Context: an optimization exercise on an open-source flow, tuned for a short achievable clock period and few clock cycles. The choices shown serve that exercise and are no tape-out recipe. At most, simulation tests tie the RTL to the original design; equivalence was not proved. Function not checked in runs 1 and 2: the RTL went through the layout flow alone. No activity file was given, so power comes from the tool's default toggle rates.

File: flow/run.sh
#!/bin/bash
# synth_recipe.tcl (not shown) runs the flow's synth.tcl, then flattens the netlist and writes it again
# the make line also repeats each setting of config.mk as NAME=value (left out here)
make -C /OpenROAD-flow-scripts/flow DESIGN_CONFIG=/design/flow/config.mk WORK_HOME=/design/flow/orfs CLKGATE_MAP_FILE= SYNTH_SCRIPT=/design/flow/synth_recipe.tcl finish
File: flow/config.mk
export PLATFORM = sky130hd
export DESIGN_NAME = cpu_8b
export DESIGN_NICKNAME = cpu_8b
export VERILOG_FILES = /design/flow/design.v
export SDC_FILE = /design/flow/constraint.sdc
export NUM_CORES = 4
export LEC_CHECK = 0
export CAP_MARGIN = 20
export CORE_MARGIN = 2
export CORE_UTILIZATION = 40
export SLEW_MARGIN = 20
File: flow/constraint.sdc
create_clock -name core_clock -period 5.0 [get_ports {clk}]
set_input_delay 1.0000 -clock core_clock [delete_from_list [all_inputs] [get_ports {clk}]]
set_output_delay 1.0000 -clock core_clock [all_outputs]
set_load 0.01 [all_outputs]
File: flow/design.v
module control_unit(
    input wire [7:0] instr,          
    input wire [2:0] state,          
    input wire zf,                   
    input wire reset,                
    output reg [2:0] next_state,     
    output reg pc_we,                
    output reg pc_sel,               
    output reg pc_jmp_sel,           
    output reg [3:0] pc_offset,      
    output reg addr_sel,             
    output reg [3:0] addr_offset,    
    output reg mem_sel,              
    output reg mem_we,               
    output reg [2:0] alu_opcode,     
    output reg alu_sel_a,            
    output reg alu_sel_b,            
    output reg alu_we,               
    output reg zf_we,                
    output reg ir_we,                
    output reg a_sel,                
    output reg a_we,                 
    output reg b_sel,                
    output reg b_we,                 
    output reg halt                  
);
    localparam ADD    = 3'b000;
    localparam AND    = 3'b001;
    localparam NOT    = 3'b010;
    localparam LOAD   = 3'b011;
    localparam STORE  = 3'b100;
    localparam JUMP   = 3'b101;
    localparam JUMPz  = 3'b110;
    localparam HALT   = 3'b111;
    localparam FETCH      = 3'b000; 
    localparam DECODE     = 3'b001;
    localparam EXECUTE    = 3'b010;
    localparam MEMORY     = 3'b011;
    localparam WRITEBACK  = 3'b100;
    localparam HALT_STATE = 3'b101;
    localparam IDLE       = 3'b110;
    always @(*) begin
        pc_we = 0;               
        pc_sel = 0;              
        pc_jmp_sel = 0;          
        pc_offset = 4'b0000;     
        addr_sel = 0;            
        addr_offset = 4'b0000;   
        mem_sel = 0;             
        mem_we = 0;              
        alu_opcode = 3'b000;     
        alu_sel_a = 0;           
        alu_sel_b = 0;           
        alu_we = 0;              
        zf_we = 0;               
        ir_we = 0;               
        a_sel = 0;               
        a_we = 0;                
        b_sel = 0;               
        b_we = 0;                
        halt = 0;                
        next_state = FETCH;      
        if (reset) begin
            next_state = FETCH;      
        end
        else begin
            case (state)
                FETCH: begin                     
                    next_state = DECODE;         
                    pc_we = 1;                   
                    ir_we = 1;                   
                end
                DECODE: begin    
                    case (instr[7:5])       
                        ADD, AND, NOT, JUMP, JUMPz: begin
                            next_state = EXECUTE;       
                        end
                        LOAD, STORE: begin
                            next_state = MEMORY;
                        end
                        HALT: begin
                            next_state = HALT_STATE;
                        end
                    endcase
                end
                EXECUTE: begin                           
                    case (instr[7:5])
                        ADD, AND: begin
                            alu_opcode = instr[7:5];     
                            alu_sel_a = instr[3];        
                            alu_sel_b = instr[2];        
                            alu_we = 1;                  
                            zf_we = 1;                   
                            next_state = WRITEBACK;
                        end
                        NOT: begin
                            alu_opcode = instr[7:5];     
                            alu_sel_a = instr[3];        
                            alu_we = 1;                  
                            zf_we = 1;                   
                            next_state = WRITEBACK;
                        end
                        JUMP: begin
                            pc_jmp_sel = instr[4];       
                            pc_offset = instr[3:0];      
                            pc_sel = 1;                  
                            pc_we = 1;                   
                            next_state = IDLE;
                        end
                        JUMPz: begin
                            if (zf == 1) begin
                                pc_jmp_sel = instr[4];   
                                pc_offset = instr[3:0];  
                                pc_sel = 1;              
                                pc_we = 1;               
                            end
                            next_state = IDLE;
                        end
                    endcase
                end
                MEMORY: begin                                    
                    case (instr[7:5])
                        LOAD: begin
                            addr_offset = instr[3:0];    
                            addr_sel = 1;                
                            next_state = WRITEBACK;
                        end
                        STORE: begin
                            addr_offset = instr[3:0];    
                            addr_sel = 1;                
                            mem_sel = instr[4];          
                            mem_we = 1;                  
                            next_state = IDLE;
                        end
                    endcase
                end
                WRITEBACK: begin                         
                    case (instr[7:5])
                        ADD, AND, NOT: begin
                            if (instr[4] == 0) begin
                                a_sel = 1;               
                                a_we = 1;                
                            end else begin
                                b_sel = 1;               
                                b_we = 1;                
                            end
                            next_state = FETCH;
                        end
                        LOAD: begin
                            if (instr[4] == 0) begin
                                a_we = 1;            
                            end else begin
                                b_we = 1;            
                            end
                            next_state = FETCH;
                        end
                    endcase
                end 
                HALT_STATE: begin
                    halt = 1;
                    next_state = HALT_STATE;
                end
                IDLE: begin
                    next_state = FETCH;
                end
            endcase
        end
    end
endmodule
module alu(
    input wire [2:0] opcode,         
    input wire [7:0] a,              
    input wire [7:0] b,              
    output reg [7:0] y,              
    output reg zf                    
);
    localparam ADD = 3'b000;         
    localparam AND = 3'b001;         
    localparam NOT = 3'b010;         
always @(*) begin
    zf = 0;
    case (opcode)
        ADD: begin             
            y = a + b;
        end
        AND: begin              
            y = a & b;
        end
        NOT: begin              
            y = ~a;
        end
        default: begin               
            y = 8'b00000000;
        end
    endcase
    if (y == 8'b00000000) begin
        zf = 1;
    end
end
endmodule
module register #(
    parameter WIDTH = 8
)(
    input wire clk,                  
    input wire rst,                  
    input wire we,                   
    input wire [WIDTH-1:0] d,        
    output reg [WIDTH-1:0] q         
);
    always @(posedge clk) begin      
        if (rst) begin
            q <= {WIDTH{1'b0}};      
        end else if (we) begin
            q <= d;                  
        end
    end
endmodule
module mux_2to1 (
    input wire [7:0] in0,    
    input wire [7:0] in1,    
    input wire sel,          
    output wire [7:0] out    
);
    assign out = sel ? in1 : in0;
endmodule
module adder(
    input wire [7:0] a,
    input wire [7:0] b,
    output wire [7:0] sum
);
    assign sum = a + b;
endmodule
module zext(
    input wire [3:0] in,
    output wire [7:0] out
);
assign out = {4'b0000, in};
endmodule
module cpu_8b(
    input wire clk,
    input wire rst,
    output wire halt,
    output wire mem_we,
    output wire [7:0] mem_addr,
    output wire [7:0] mem_wdata,
    input wire [7:0] mem_rdata
);
    reg [7:0] ra, rb;
    reg zf;
    reg halted;
    reg [7:0] pc;         
    reg [7:0] addr;
    reg we;
    reg [7:0] wdata;
    reg rvalid;           
    reg s;                
    reg w;                
    reg lp;               
    reg lpr;              
    reg ld;               
    reg ldr;              
    assign halt = halted;
    assign mem_we = we;
    assign mem_addr = addr;
    assign mem_wdata = wdata;
    wire [7:0] ins = mem_rdata;
    wire [2:0] op = ins[7:5];
    wire [3:0] off = ins[3:0];
    wire is_alu = (op == 3'd0) | (op == 3'd1) | (op == 3'd2);
    wire is_ld = (op == 3'd3);
    wire is_st = (op == 3'd4);
    wire is_jmp = (op == 3'd5);
    wire is_jz = (op == 3'd6);
    wire is_halt = (op == 3'd7);
    wire taken = is_jmp | (is_jz & zf);
    wire rd3 = is_alu;                        
    wire rd2 = (op == 3'd0) | (op == 3'd1);   
    wire rd4 = is_st | taken;                 
    wire wr4 = is_alu;                        
    wire hz = lp & ((rd3 & (ins[3] == lpr)) | (rd2 & (ins[2] == lpr)) |
                    ((rd4 | wr4) & (ins[4] == lpr)));
    wire ex = rvalid & ~halted & ~hz;
    wire [7:0] sa = ins[3] ? rb : ra;
    wire [7:0] sb = ins[2] ? rb : ra;
    wire [7:0] r4 = ins[4] ? rb : ra;
    reg [7:0] y;
    always @(*) begin
        case (op[1:0])
            2'd0: y = sa + sb;
            2'd1: y = sa & sb;
            default: y = ~sa;
        endcase
    end
    wire [7:0] pc1 = pc + 8'd1;
    wire [7:0] pc2 = pc + 8'd2;
    wire [7:0] ea = pc1 + {4'd0, off};
    wire [7:0] tgt = r4 + {4'd0, off};
    always @(posedge clk) begin
        if (rst) begin
            ra <= 8'd0;
            rb <= 8'd0;
            zf <= 1'b0;
            halted <= 1'b0;
            pc <= 8'd0;
            addr <= 8'd0;
            we <= 1'b0;
            wdata <= 8'd0;
            rvalid <= 1'b1;
            s <= 1'b0;
            w <= 1'b0;
            lp <= 1'b0;
            lpr <= 1'b0;
            ld <= 1'b0;
            ldr <= 1'b0;
        end else begin
            we <= 1'b0;
            lp <= 1'b0;
            ld <= lp;
            ldr <= lpr;
            s <= 1'b0;
            w <= 1'b0;
            rvalid <= 1'b0;
            if (ld) begin
                if (ldr) rb <= mem_rdata;
                else ra <= mem_rdata;
            end
            if (ex) begin
                if (is_alu) begin
                    if (ins[4]) rb <= y;
                    else ra <= y;
                    zf <= (y == 8'd0);
                end
                if (is_halt) halted <= 1'b1;
                pc <= taken ? tgt : pc1;
                if (is_ld) begin
                    addr <= ea;
                    lp <= 1'b1;
                    lpr <= ins[4];
                    rvalid <= s;
                end else if (is_st) begin
                    addr <= ea;
                    we <= 1'b1;
                    wdata <= r4;
                    rvalid <= s & (off != 4'd0);
                    w <= (off == 4'd0);
                end else if (taken) begin
                    addr <= tgt;
                    w <= 1'b1;
                end else if (s) begin
                    addr <= pc2;
                    rvalid <= 1'b1;
                    s <= 1'b1;
                end else begin
                    addr <= pc1;
                    w <= 1'b1;
                end
            end else if (w & ~rvalid) begin
                addr <= pc1;
                rvalid <= 1'b1;
                s <= 1'b1;
            end else begin
                addr <= pc;
                w <= 1'b1;
            end
        end
    end
endmodule
==> results of run 1 <==
==> path summary, 6_finish.rpt <==
path                              startpoint        to  cells past startpoint
worst max-delay path            mem_rdata[3]     rb[6]                     10
worst min-delay path                wdata[2]  wdata[2]                      2
worst max register to register         ra[0]     rb[6]                      9
worst min register to register      wdata[2]  wdata[2]                      2
==> worst register-to-register path: stages, from the launching register on <==
cell      delay, ns
dfxtp_1        0.37
mux2_2         0.30
ha_1           0.27
fa_1           0.42
a211oi_1       0.37
o21ai_0        0.19
and4_1         0.22
nor3_1         0.37
nor2_1         0.10
a311oi_1       0.27
==> sequential cells by signal, summed over array words and instances, names as in the netlist <==
signal and cells:
zf 1, wdata 8, we 1, w 1, halted 1, ra 8, lpr 1, lp 1
rb 8, pc 8, ldr 1, s 1, rvalid 1, addr 8, ld 1
==> power by group through the flow <==
stage | logic, mW | registers, mW | clock network, mW
2_1_floorplan | 0.259 | 0.464 | 0
3_3_place_gp | 0.350 | 0.478 | 0
3_5_place_dp | 0.354 | 0.479 | 0
4_1_cts | 0.356 | 0.470 | 0.236
5_1_grt | 0.399 | 0.476 | 0.253
6_report | 0.358 | 0.470 | 0.226
==> logic make-up (layout without fill, tap and decap cells) <==
kind of cell    after synthesis  in the layout  share of synthesized area, %
simple gates                177            177                          22.5
compound gates              132            132                          23.9
flops                        50             50                          26.3
buf+inv                      41             50                          4.56
mux                          32             32                          9.06
xor+xnor                     27             27                          6.20
fa+ha+maj                    21             21                          7.49
==> through the flow <==
step | utilization [%] | setup slack, ns | power, mW | hold WS [ns] | cells
6_report | 45.8 | 1.09 | 1.05 | 0.498 | 618
5_1_grt | 45.8 | 0.982 | 1.13 | 0.520 | 618
4_1_cts | 45.8 | 1.13 | 1.06 | 0.503 | 618
3_5_place_dp | 44.9 | 0.824 | 0.833 | 0.490 | 611
3_3_place_gp | 44.9 | 0.916 | 0.828 | 0.487 | 611
2_1_floorplan | - | 1.36 | 0.723 | 0.448 | 480
==> synthesized netlist by cell type (6+ instances only) <==
library cell / instances
inv_1: 9
a311oi_1: 11
xnor2_1: 19
nor2b_1: 13
o211ai_1: 8
nand2_1: 36
nand4_1: 8
nand3_1: 12
nand2b_1: 7
nor3_1: 21
a21oi_1: 27
nor2_1: 58
o21a_1: 7
dfxtp_1: 50
a211oi_1: 27
o21ai_0: 21
mux2_2: 19
mux2i_1: 12
buf_2: 13
xor2_1: 8
buf_1: 6
clkbuf_1: 12
ha_1: 18
==> final cells by class <==
class	count	area, um^2	area share, %
timing repair buffer	34	318	7.51
inverter	9	33.8	0.798
tap	129	161	3.81
clock buffer	5	68.8	1.63
clock inverter	2	10.0	0.236
sequential	50	1000	23.6
multi-input combinational	389	2640	62.4
==> per-layer routing <==
metal | up-vias | global-route usage [%]
met5 | - | 0
met4 | 0 | 8.63
met3 | 25 | 3.11
met2 | 132 | 33.6
met1 | 1725 | 30.3
li1 | 1779 | -
==> flow_metrics.tcl, run 1 <==
set metrics [dict create \
    result_of_the_run "timing/DRC/antenna clean" \
    die_area_um2 10300 \
    fill_cells 938 \
    wl_met1_um 4990 \
    slew-limit-headroom_pct 46.2 \
    fraction_of_final_layout_cells_sized_beyond_drive_strength_1_pct 8.79 \
    yosys_most_used_dff "dfxtp_1" \
    rsz0062_at_grt "no" \
    synthToLayoutAreaGrowth_pct 11.1 \
    power_frac_comb_pct 34.0 \
    hold_violation_total_from_the_final_report 0 \
    final_max_slew_viol_count 0 \
    most_common_cell_after_layout_fill_and_taps_aside "nor2_1" \
    crit_path_capture_type "register" \
    ys.warnings.count 1 \
    netlist_area_um2 3810 \
    skew_ns 0.00817 \
    holdCritPathClass "reg2reg" \
    die_h_um 102 \
    top_routing_layer_used "met4" \
    critical_path_class "in2reg" \
    post-synth-top-area-fraction_pct 26.3 \
    clock_power_share_pct 21.4 \
    drv_cap 0 \
    number_of_clock_buffers_inserted_by_tritoncts 5 \
    fp.coreArea_um2 9240 \
    num_antenna_cells 0 \
    worst-slew-pin-transition_ns 0.805 \
    leakagePower_nw 1.56 \
    max-vdd-ir-drop_mv 0.113 \
    max-clock-path-buffers 2 \
    cts.clk_slew.worst_paths_ns 0.09 \
    met2_wl_post_dr_um 4940 \
    cts.sinks 50 \
    post_synth_inst_count 480 \
    setup.reg_to_reg.worst_slack_ns 2.05 \
    chipWidth_um 102 \
    final_nets 520 \
    layout.cells.most_common_list "nor2_1 (58), dfxtp_1 (50), nand2_1 (36)" \
    synthTopCellsByArea "dfxtp_1 (26%), ha_1 (5.9%), nor2_1 (5.7%), mux2_2 (5.6%), a211oi_1 (5.3%)" \
    tritoncts_clock_tree "done" \
    grt_antenna_before_repair 0 \
    seq_power_share_pct 44.6 \
    timing.final.setup_violations 0 \
    worst_path_max_delay_cell "clkdlybuf4s50_1" \
    cell_area_after_layout_um2 4230 \
    detail-route-antenna-nets 0 \
    worst-path-buf-inv 1 \
    route.met3.wl_um 643 \
    post_cts.resized_instances 0 \
    holdBufCountCts 0 \
    first_iter_violations 217 \
    route.detailed.vias_per_inst 5.92 \
    clk_root_buffer_cell "clkbuf_8" \
    wire_per_inst_um 17.6 \
    numPortBuffers 27 \
    number_of_enable_flip_flop_cells_after_synthesis 0 \
    final.period_utilization_pct 78.3 \
    synth_cell_types 59 \
    drt_pre_antenna_iters 5 \
    power.density_cell_area_nw_per_um2 249 \
    detailed_place.area_um2 4150 \
    postSynthNetCount 511 \
    grt_max_degree 52 \
    timing.critical_path.slowest_cell_delay_ns 0.55 \
    synth_async_sr_flop_share_pct 0 \
    worstPathRequired_ns 5.21 \
    sequential_area_share_after_synthesis_pct 26.3 \
    critical_path.startpoint_type "primary input" \
    start_util_pct 41.2 \
    synth.avg_cell_area_um2 7.94 \
    rows 35 \
    drc_errors_left 0 \
    path_cells "clkdlybuf4s50_1 -> mux2_2 -> ha_1 -> fa_1 -> a211oi_1 -> o21ai_0 -> and4_1 -> nor3_1 -> nor2_1 -> a311oi_1" \
    cts_post_setup_buffers_inserted 0 \
    swShare_pct 35.4 \
    dp_hpwl_um 7850 \
    arrival_ns 4.12 \
    i_o_pin_total 28 \
    clock_latency_ns 0.30 \
    fmax_mhz 256 \
    vias 3661 \
    grt_util_all_layers_pct 21.7 \
    yosys_reg_bits 50 \
    post-synth-top-area-cell "dfxtp_1" \
    power.switching_mw 0.373 \
    post-route-min-period_ns 3.91 \
    postRouteWirelength_um 10900 \
    internal-power_mw 0.681 \
    globalplace.congestion 0.873 \
    cp_top_family "compound AO/OA/AOI/OAI gates" \
    grt_pass1_vias 3392 \
    gr-total-overflow 0 \
    finalSetupTns_ns 0 \
    grt_first_pass_wirelength_um 17600 \
    htreeDepth 2 \
    timing.critical_path.fanout_max 4 \
]
==> run 2: changes to the inputs <==
--- a/flow/config.mk
+++ b/flow/config.mk
@@ -7,2 +7,3 @@
 export LEC_CHECK = 0
+export ABC_CLOCK_PERIOD_IN_PS = 1500
 export CAP_MARGIN = 20
@@ -10,2 +11,4 @@
 export CORE_UTILIZATION = 40
+export SETUP_SLACK_MARGIN = 3.3
 export SLEW_MARGIN = 20
+export TNS_END_PERCENT = 100
==> flow_metrics.tcl, run 2 <==
set metrics [dict create \
    result_of_the_run "timing/DRC/antenna clean" \
    wire_per_inst_um 19.4 \
    worstPathRequired_ns 5.24 \
    holdCritPathClass "reg2reg" \
    critical_path.startpoint_type "primary input" \
    synthToLayoutAreaGrowth_pct 47.7 \
    drv_cap 0 \
    first_iter_violations 414 \
    synth_async_sr_flop_share_pct 0 \
    slew-limit-headroom_pct 51.4 \
    yosys_most_used_dff "dfxtp_1" \
    post-synth-top-area-cell "dfxtp_1" \
    clock_latency_ns 0.31 \
    grt_util_all_layers_pct 25.0 \
    htreeDepth 2 \
    final_max_slew_viol_count 0 \
    ys.warnings.count 1 \
    die_h_um 102 \
    final.period_utilization_pct 61.1 \
    start_util_pct 41.2 \
    seq_power_share_pct 36.3 \
    post-route-min-period_ns 3.06 \
    arrival_ns 3.29 \
    die_area_um2 10300 \
    timing.critical_path.fanout_max 5 \
    rows 35 \
    timing.final.setup_violations 0 \
    hold_violation_total_from_the_final_report 0 \
    i_o_pin_total 28 \
    cts.clk_slew.worst_paths_ns 0.10 \
    critical_path_class "in2reg" \
    max-vdd-ir-drop_mv 0.158 \
    post_synth_inst_count 480 \
    netlist_area_um2 3810 \
    layout.cells.most_common_list "nor2_1 (49), buf_4 (37), dfxtp_1 (35)" \
    fraction_of_final_layout_cells_sized_beyond_drive_strength_1_pct 43.5 \
    postSynthNetCount 511 \
    finalSetupTns_ns 0 \
    power_frac_comb_pct 41.0 \
    crit_path_capture_type "register" \
    grt_first_pass_wirelength_um 20200 \
    yosys.cell_count.top_type "nor2_1" \
    drc_errors_left 0 \
    synthTopCellsByArea "dfxtp_1 (26%), ha_1 (5.9%), nor2_1 (5.7%), mux2_2 (5.6%), a211oi_1 (5.3%)" \
    final_nets 579 \
    holdBufCountCts 0 \
    tritoncts_clock_tree "done" \
    number_of_clock_buffers_inserted_by_tritoncts 5 \
    timing.critical_path.slowest_cell_delay_ns 0.36 \
    power.switching_mw 0.478 \
    skew_ns 0.00524 \
    max-clock-path-buffers 2 \
    chipWidth_um 102 \
    number_of_enable_flip_flop_cells_after_synthesis 0 \
    num_antenna_cells 0 \
    grt_max_degree 52 \
    clk_root_buffer_cell "clkbuf_8" \
    leakagePower_nw 2.10 \
    swShare_pct 36.6 \
    placedCellCount 611 \
    most_common_cell_after_layout_fill_and_taps_aside "nor2_1" \
    vias 4078 \
    gr-total-overflow 0 \
    detail-route-antenna-nets 0 \
    route.detailed.vias_per_inst 6.01 \
    synth.top_cells.by_count "nor2_1 (58), dfxtp_1 (50), nand2_1 (36), a211oi_1 (27), a21oi_1 (27)" \
    clock_power_share_pct 22.7 \
    rsz0062_at_grt "yes" \
    worst_path_max_delay_cell "or3_1" \
    fp.coreArea_um2 9240 \
    postRouteWirelength_um 13100 \
    instances_no_fill 678 \
    grt_pass1_vias 3810 \
    fmax_mhz 327 \
    synth_cell_types 59 \
    yosys_reg_bits 50 \
    internal-power_mw 0.830 \
    path_cells "buf_12 -> buf_8 -> mux2_4 -> ha_4 -> or3_1 -> a31o_1 -> a211o_1 -> and3b_2 -> or2_1 -> o31ai_1" \
    numPortBuffers 27 \
    cts.sinks 50 \
    sequential_area_share_after_synthesis_pct 26.3 \
    worst-slew-pin-transition_ns 0.725 \
    drt_pre_antenna_iters 6 \
    synth.avg_cell_area_um2 7.94 \
    post-synth-top-area-fraction_pct 26.3 \
    globalplace.congestion 0.866 \
    dp_hpwl_um 7570 \
    grt_antenna_before_repair 0 \
    fill_cells 744 \
    power.density_cell_area_nw_per_um2 232 \
]
[run 2: area by class of cell]
cell class	instances	area, um^2	share of cell area [%]
tap	129	161	2.87
sequential	50	1020	18.1
multi-input combinational	392	3430	61.0
clock buffer	5	68.8	1.22
inverter	9	33.8	0.600
clock inverter	3	40.0	0.711
timing repair buffer	90	873	15.5
[run 2: path summary, 6_finish.rpt]
path / startpoint / to / slack (ns) / cells after the start
max: mem_rdata[3] / zf / 1.94 / 10
min: wdata[1] / wdata[1] / 0.50 / 2
max reg2reg: ra[0] / zf / 2.39 / 8
min reg2reg: wdata[1] / wdata[1] / 0.50 / 2
[run 2: repair_timing]
action	in CTS	in global routing
cloned	4	2
setup endpoints to repair	66	65
resized for setup	232	64
buffers inserted	38	15
pin swaps	59	41
[run 2: cells by family (layout without fill, tap and decap cells)]
logic type               after synthesis  after routing  synth area share (%)
AND/OR/NAND/NOR                      177            180                  22.5
flip-flops                            50             50                  26.3
buffers and inverters                 41            107                  4.56
multiplexers                          32             32                  9.06
AO/OA/AOI/OAI                        132            132                  23.9
XOR/XNOR                              27             27                  6.20
adder cells (fa/ha/maj)               21             21                  7.49
[run 2: routing by layer]
| metal | GRT usage [%] | share of wire [%] | wire length [um] | up-vias |
|---|---|---|---|---|
| met3 | 3.93 | 7.0 | 924 | 30 |
| met4 | 8.52 | 1.9 | 244 | 0 |
| met2 | 38.4 | 47 | 6160 | 175 |
| met1 | 35.6 | 44 | 5810 | 1975 |
| met5 | 0 | 0 | 0 | - |
| li1 | - | - | - | 1898 |
[run 2: power groups by stage]
stage | Combinational, mW | Sequential, mW | Clock (mW)
finish | 0.536 | 0.475 | 0.297
global route | 0.577 | 0.480 | 0.313
CTS | 0.460 | 0.470 | 0.301
detailed placement | 0.367 | 0.478 | 0
global placement | 0.365 | 0.477 | 0
floorplan | 0.294 | 0.465 | 0
[run 2: critical path: cells and delay by family]
kind	cells	cell delay [ns]
and+or+nand+nor	3	0.79
adders and majority gates	1	0.23
muxes	1	0.32
buffers and inverters	2	0.24
AOI/OAI and AO/OA	3	0.71
[run 2: stage by stage]
stage / hold WS [ns] / setup slack (ns) / cell area [um^2] / util (%) / total power, mW
5_1_grt: 0.523 / 1.87 / 5630 / 60.9 / 1.37
3_3_place_gp: 0.479 / 0.603 / 4320 / 46.8 / 0.842
2_1_floorplan: 0.468 / 1.64 / 4100 / - / 0.759
6_report: 0.499 / 1.94 / 5630 / 60.9 / 1.31
3_5_place_dp: 0.484 / 0.618 / 4320 / 46.8 / 0.845
4_1_cts: 0.504 / 1.99 / 5210 / 56.4 / 1.23
==> run 3: changes to the inputs <==
--- a/flow/design.v
+++ b/flow/design.v
@@ -248,3 +248,3 @@
     reg [7:0] ra, rb;
-    reg zf;
+    reg [7:0] res;        
     reg halted;
@@ -261,2 +261,6 @@
     reg ldr;              
+    reg kl;               
+    reg fw;
+    reg [1:0] fop;
+    reg f4, f3, f2;
     assign halt = halted;
@@ -265,2 +269,3 @@
     assign mem_wdata = wdata;
+    wire zf = (res == 8'd0);
     wire [7:0] ins = mem_rdata;
@@ -268,3 +273,4 @@
     wire [3:0] off = ins[3:0];
-    wire is_alu = (op == 3'd0) | (op == 3'd1) | (op == 3'd2);
+    wire is_add = (op == 3'd0);
+    wire is_alu = (op[2:1] == 2'b00) | (op == 3'd2);
     wire is_ld = (op == 3'd3);
@@ -275,18 +281,27 @@
     wire taken = is_jmp | (is_jz & zf);
-    wire rd3 = is_alu;                        
-    wire rd2 = (op == 3'd0) | (op == 3'd1);   
-    wire rd4 = is_st | taken;                 
-    wire wr4 = is_alu;                        
-    wire hz = lp & ((rd3 & (ins[3] == lpr)) | (rd2 & (ins[2] == lpr)) |
-                    ((rd4 | wr4) & (ins[4] == lpr)));
-    wire ex = rvalid & ~halted & ~hz;
-    wire [7:0] sa = ins[3] ? rb : ra;
-    wire [7:0] sb = ins[2] ? rb : ra;
-    wire [7:0] r4 = ins[4] ? rb : ra;
-    reg [7:0] y;
+    wire u3 = ins[3] == lpr;
+    wire u2 = ins[2] == lpr;
+    wire u4 = ins[4] == lpr;
+    wire rd_l = is_alu & (u3 | (~op[1] & u2));       
+    wire stall = lp & ((is_add & (ins[3] ^ ins[2]) & rd_l) |
+                       ((is_st | taken) & u4));
+    wire defer = lp & is_alu & rd_l & ~stall;          
+    wire kill = lp & is_alu & ~rd_l & u4;              
+    wire ex = rvalid & ~halted & ~stall;
+    wire [7:0] aa = ra + ra;
+    wire [7:0] ab = ra + rb;
+    wire [7:0] bb = rb + rb;
+    wire [7:0] nd = ra & rb;
+    wire [7:0] y_add = ins[3] ? (ins[2] ? bb : ab) : (ins[2] ? ab : aa);
+    wire [7:0] y_and = ins[3] ? (ins[2] ? rb : nd) : (ins[2] ? nd : ra);
+    wire [7:0] y_not = ins[3] ? ~rb : ~ra;
+    wire [7:0] y = op[1] ? y_not : (op[0] ? y_and : y_add);
+    wire [7:0] fs3 = (f3 == ldr) ? mem_rdata : (f3 ? rb : ra);
+    wire [7:0] fs2 = (f2 == ldr) ? mem_rdata : (f2 ? rb : ra);
+    reg [7:0] yf;
     always @(*) begin
-        case (op[1:0])
-            2'd0: y = sa + sb;
-            2'd1: y = sa & sb;
-            default: y = ~sa;
+        case (fop)
+            2'd0: yf = {fs3[6:0], 1'b0};
+            2'd1: yf = fs3 & fs2;
+            default: yf = ~fs3;
         endcase
@@ -296,3 +311,6 @@
     wire [7:0] ea = pc1 + {4'd0, off};
-    wire [7:0] tgt = r4 + {4'd0, off};
+    wire [7:0] ta = ra + {4'd0, off};
+    wire [7:0] tb = rb + {4'd0, off};
+    wire [7:0] tgt = ins[4] ? tb : ta;
+    wire wr_alu = ex & is_alu & ~defer;
     always @(posedge clk) begin
@@ -301,3 +319,3 @@
             rb <= 8'd0;
-            zf <= 1'b0;
+            res <= 8'd1;
             halted <= 1'b0;
@@ -314,2 +332,8 @@
             ldr <= 1'b0;
+            kl <= 1'b0;
+            fw <= 1'b0;
+            fop <= 2'd0;
+            f4 <= 1'b0;
+            f3 <= 1'b0;
+            f2 <= 1'b0;
         end else begin
@@ -319,2 +343,8 @@
             ldr <= lpr;
+            kl <= ex & kill;
+            fw <= ex & defer;
+            fop <= op[1:0];
+            f4 <= ins[4];
+            f3 <= ins[3];
+            f2 <= ins[2];
             s <= 1'b0;
@@ -322,12 +352,15 @@
             rvalid <= 1'b0;
-            if (ld) begin
-                if (ldr) rb <= mem_rdata;
-                else ra <= mem_rdata;
+            if (ld & ~kl & ~ldr & ~(fw & ~f4)) ra <= mem_rdata;
+            if (ld & ~kl & ldr & ~(fw & f4)) rb <= mem_rdata;
+            if (fw) begin
+                if (f4) rb <= yf;
+                else ra <= yf;
+                res <= yf;
+            end
+            if (wr_alu) begin
+                if (ins[4]) rb <= y;
+                else ra <= y;
+                res <= y;
             end
             if (ex) begin
-                if (is_alu) begin
-                    if (ins[4]) rb <= y;
-                    else ra <= y;
-                    zf <= (y == 8'd0);
-                end
                 if (is_halt) halted <= 1'b1;
@@ -342,3 +375,3 @@
                     we <= 1'b1;
-                    wdata <= r4;
+                    wdata <= ins[4] ? rb : ra;
                     rvalid <= s & (off != 4'd0);
==> flow_metrics.tcl, run 3 <==
set metrics [dict create \
    num_antenna_cells 0 \
    first_iter_violations 479 \
    min_to "halted" \
    max-vdd-ir-drop_mv 0.208 \
    final.period_utilization_pct 54.2 \
    netlist_area_um2 5400 \
    post-synth-top-area-fraction_pct 23.7 \
    fmax_mhz 369 \
    crit_path_capture_type "register" \
    dp_hpwl_um 12800 \
    synth_async_sr_flop_share_pct 0 \
    worst_path_max_delay_cell "fa_2" \
    clk_root_buffer_cell "clkbuf_16" \
    route.detailed.vias_per_inst 6.31 \
    postRouteWirelength_um 20200 \
    wire_per_inst_um 21.8 \
    final_util_pct 57.2 \
    post-synth-top-area-cell "dfxtp_1" \
    rsz0062_at_grt "yes" \
    arrival_ns 2.92 \
    detail-route-antenna-nets 0 \
    path_cells "buf_12 -> mux2_4 -> ha_4 -> inv_2 -> fa_2 -> nand2b_4 -> a221oi_2 -> xor2_1 -> nand2_1 -> a22oi_2 -> o221ai_2" \
    timing.critical_path.slowest_cell_delay_ns 0.36 \
    critical_path_class "in2reg" \
    worst-slew-pin-transition_ns 0.959 \
    worstPathRequired_ns 5.22 \
    chipWidth_um 120 \
    start_util_pct 40.8 \
    number_of_clock_buffers_inserted_by_tritoncts 9 \
    die_h_um 120 \
    total_power_mw 1.89 \
    slew-limit-headroom_pct 36.0 \
    instances_no_fill 928 \
    drt_pre_antenna_iters 9 \
    setup.reg_to_reg.worst_slack_ns 2.43 \
    i_o_pin_total 28 \
    leakagePower_nw 2.86 \
    clock_latency_ns 0.35 \
    synth.avg_cell_area_um2 8.00 \
    gr-total-overflow 0 \
    detailed_place.area_um2 5980 \
    holdCritPathClass "reg2reg" \
    rows 42 \
    yosys_reg_bits 64 \
    timing.critical_path.fanout_max 5 \
    cell_area_after_layout_um2 7570 \
    finalSetupTns_ns 0 \
    preCtsSetupSlack_ns 1.17 \
    cts.sinks 64 \
    tritoncts_clock_tree "done" \
    yosys.cell_count.top_type "nand2_1" \
    wl_met1_um 8180 \
    synth.top_cells.by_count "nand2_1 (71), dfxtp_1 (64), nor2_1 (52), mux2i_1 (49), a21oi_1 (48)" \
    post-route-min-period_ns 2.71 \
    power.density_cell_area_nw_per_um2 250 \
    max-clock-path-buffers 2 \
    ys.warnings.count 1 \
    skew_ns 0.0124 \
    reg2reg_to "addr[6]" \
    top_routing_layer_used "met4" \
    die_area_um2 14500 \
    final_nets 779 \
    drv_cap 0 \
    rr_startpoint "pc[0]" \
    cts.clk_slew.worst_paths_ns 0.06 \
    hold_path_startpoint "halted" \
    placedCellCount 838 \
    hold_path_depth 2 \
    sequential_area_share_after_synthesis_pct 23.7 \
    synthToLayoutAreaGrowth_pct 40.1 \
    grt_max_degree 50 \
    synthTopCellsByArea "dfxtp_1 (24%), mux2i_1 (9.1%), nand2_1 (4.9%), a21oi_1 (4.4%), ha_1 (4.4%)" \
    grt_first_pass_wirelength_um 31600 \
    htreeDepth 3 \
    synth_cell_types 78 \
    post-route-worst-setup-slack_ns 2.29 \
    most_common_cell_after_layout_fill_and_taps_aside "nand2_1" \
    drc_errors_left 0 \
    route.met3.wl_um 1430 \
    critical_path.startpoint_type "primary input" \
    post_synth_inst_count 675 \
    met2_wl_post_dr_um 9720 \
    grt_pass1_vias 5762 \
    vias 5857 \
    holdBufCountCts 0 \
    numPortBuffers 27 \
    timing.final.setup_violations 0 \
    layout.cells.most_common_list "nand2_1 (60), buf_4 (51), mux2i_1 (47)" \
    holdWs_ns 0.485 \
    number_of_enable_flip_flop_cells_after_synthesis 0 \
    globalplace.congestion 0.947 \
    final_max_slew_viol_count 0 \
    r2r.worst_path.cells 10 \
    grt_antenna_before_repair 0 \
    fraction_of_final_layout_cells_sized_beyond_drive_strength_1_pct 38.2 \
    postSynthNetCount 707 \
    fp.coreArea_um2 13200 \
    hold_violation_total_from_the_final_report 0 \
    grt_util_all_layers_pct 28.1 \
    result_of_the_run "timing/DRC/antenna clean" \
    yosys_most_used_dff "dfxtp_1" \
]
==> run 3: cell count changes in the layout (fill, tap and decap cells not counted), moves of 7 or more <==
cell	change
mux2i_1	+37
nor2_4	-7
a21oi_2	+7
buf_4	+14
mux2_2	-7
nand2_1	+28
a21oi_1	+11
o22ai_1	+11
clkbuf_16	+9
o211ai_1	+12
o21ai_1	+12
dfxtp_1	+8
==> run 3: repair_timing <==
| action | CTS | global route |
|---|---|---|
| endpoints found under the setup margin | 78 | 76 |
| buffers inserted | 55 | 14 |
| resized for setup | 272 | 39 |
| cloned | 5 | 0 |
| pin swaps | 50 | 26 |
==> run 3: worst max-delay path: cells and delay by family <==
kind,cells,cell delay [ns]
AOI/OAI and AO/OA,3,0.60
adders and majority gates,2,0.49
and+or+nand+nor,2,0.26
muxes,1,0.21
xor gates and xnor gates,1,0.18
buffers and inverters,2,0.16
==> run 3: routing by layer <==
metal	vias to the layer above	global-route usage, %
met3	69	4.72
met5	-	0
li1	2652	-
met4	0	14.3
met2	291	47.1
met1	2845	34.7
==> run 3: how the worst max path moves through the flow <==
| stage | from | end | slack [ns] |
|---|---|---|---|
| final | mem_rdata[4] | addr[6] | 2.29 |
| after global routing | mem_rdata[4] | addr[6] | 2.22 |
| after CTS | mem_rdata[4] | addr[6] | 2.31 |
| after detailed placement | mem_rdata[4] | addr[6] | 1.17 |
| after global placement | mem_rdata[4] | addr[6] | 1.23 |
| after floorplan | mem_rdata[4] | addr[6] | 1.95 |
==> run 3: cell type report <==
type | count | area [um^2]
clock buffer | 10 | 239
inverter | 19 | 98.8
fill | 1185 | 5670
tap | 176 | 220
sequential | 64 | 1310
timing repair buffer | 110 | 1110
clock inverter | 6 | 67.6
multi-input combinational | 543 | 4520
==> run 3: power breakdown <==
group          switching [mW]  total [mW]  internal (mW)
Combinational           0.338       0.628          0.290
Sequential             0.0564       0.604          0.548
Clock                   0.259       0.660          0.401
Total                   0.653        1.89           1.24
==> run 3: logic make-up after synthesis <==
| logic type | synth area share, % |
|---|---|
| AOI/OAI and AO/OA | 27.1 |
| xor gates and xnor gates | 4.35 |
| buffers and inverters | 6.55 |
| DFF | 23.7 |
| and+or+nand+nor | 19.5 |
| muxes | 13.2 |
| adders and majority gates | 5.51 |
Testbench counts of run 3, summed over its fixed seeds: cycles 35,084.

-- static timing again, ports no longer ideal --
How much do the figures lean on ideal ports? The routed layouts below were timed once more, with nothing changed but the port constraints. Step 1, drivers: a clkbuf_16 drives clk and a buf_2 each remaining input, both assumed. Step 2 moves the port delays by t, midway between the first and last clock arrival at a register: inputs arrive t later, outputs are due t later. That takes back most of the time a late clock gives input paths. Three values: ideal, step 1, step 2; two values: the first two.
| run | t, ns | slack for setup (ns) | worst register clock-pin slew, ns | worst slew at a driven data input, ns |
|---|---|---|---|---|
| run 1 | 0.329 | 1.087 / 1.064 / 0.735 | 0.09 / 0.09 | 0.06 |
| run 2 | 0.342 | 1.945 / 1.929 / 1.587 | 0.10 / 0.10 | 0.06 |
| run 3 | 0.378 | 2.292 / 2.283 / 1.905 | 0.06 / 0.06 | 0.09 |
After both steps every run listed still meets setup and hold. For run 3, which loses most, drivers alone change the setup slack by -0.009 ns; drivers and shift together by -0.387 ns.
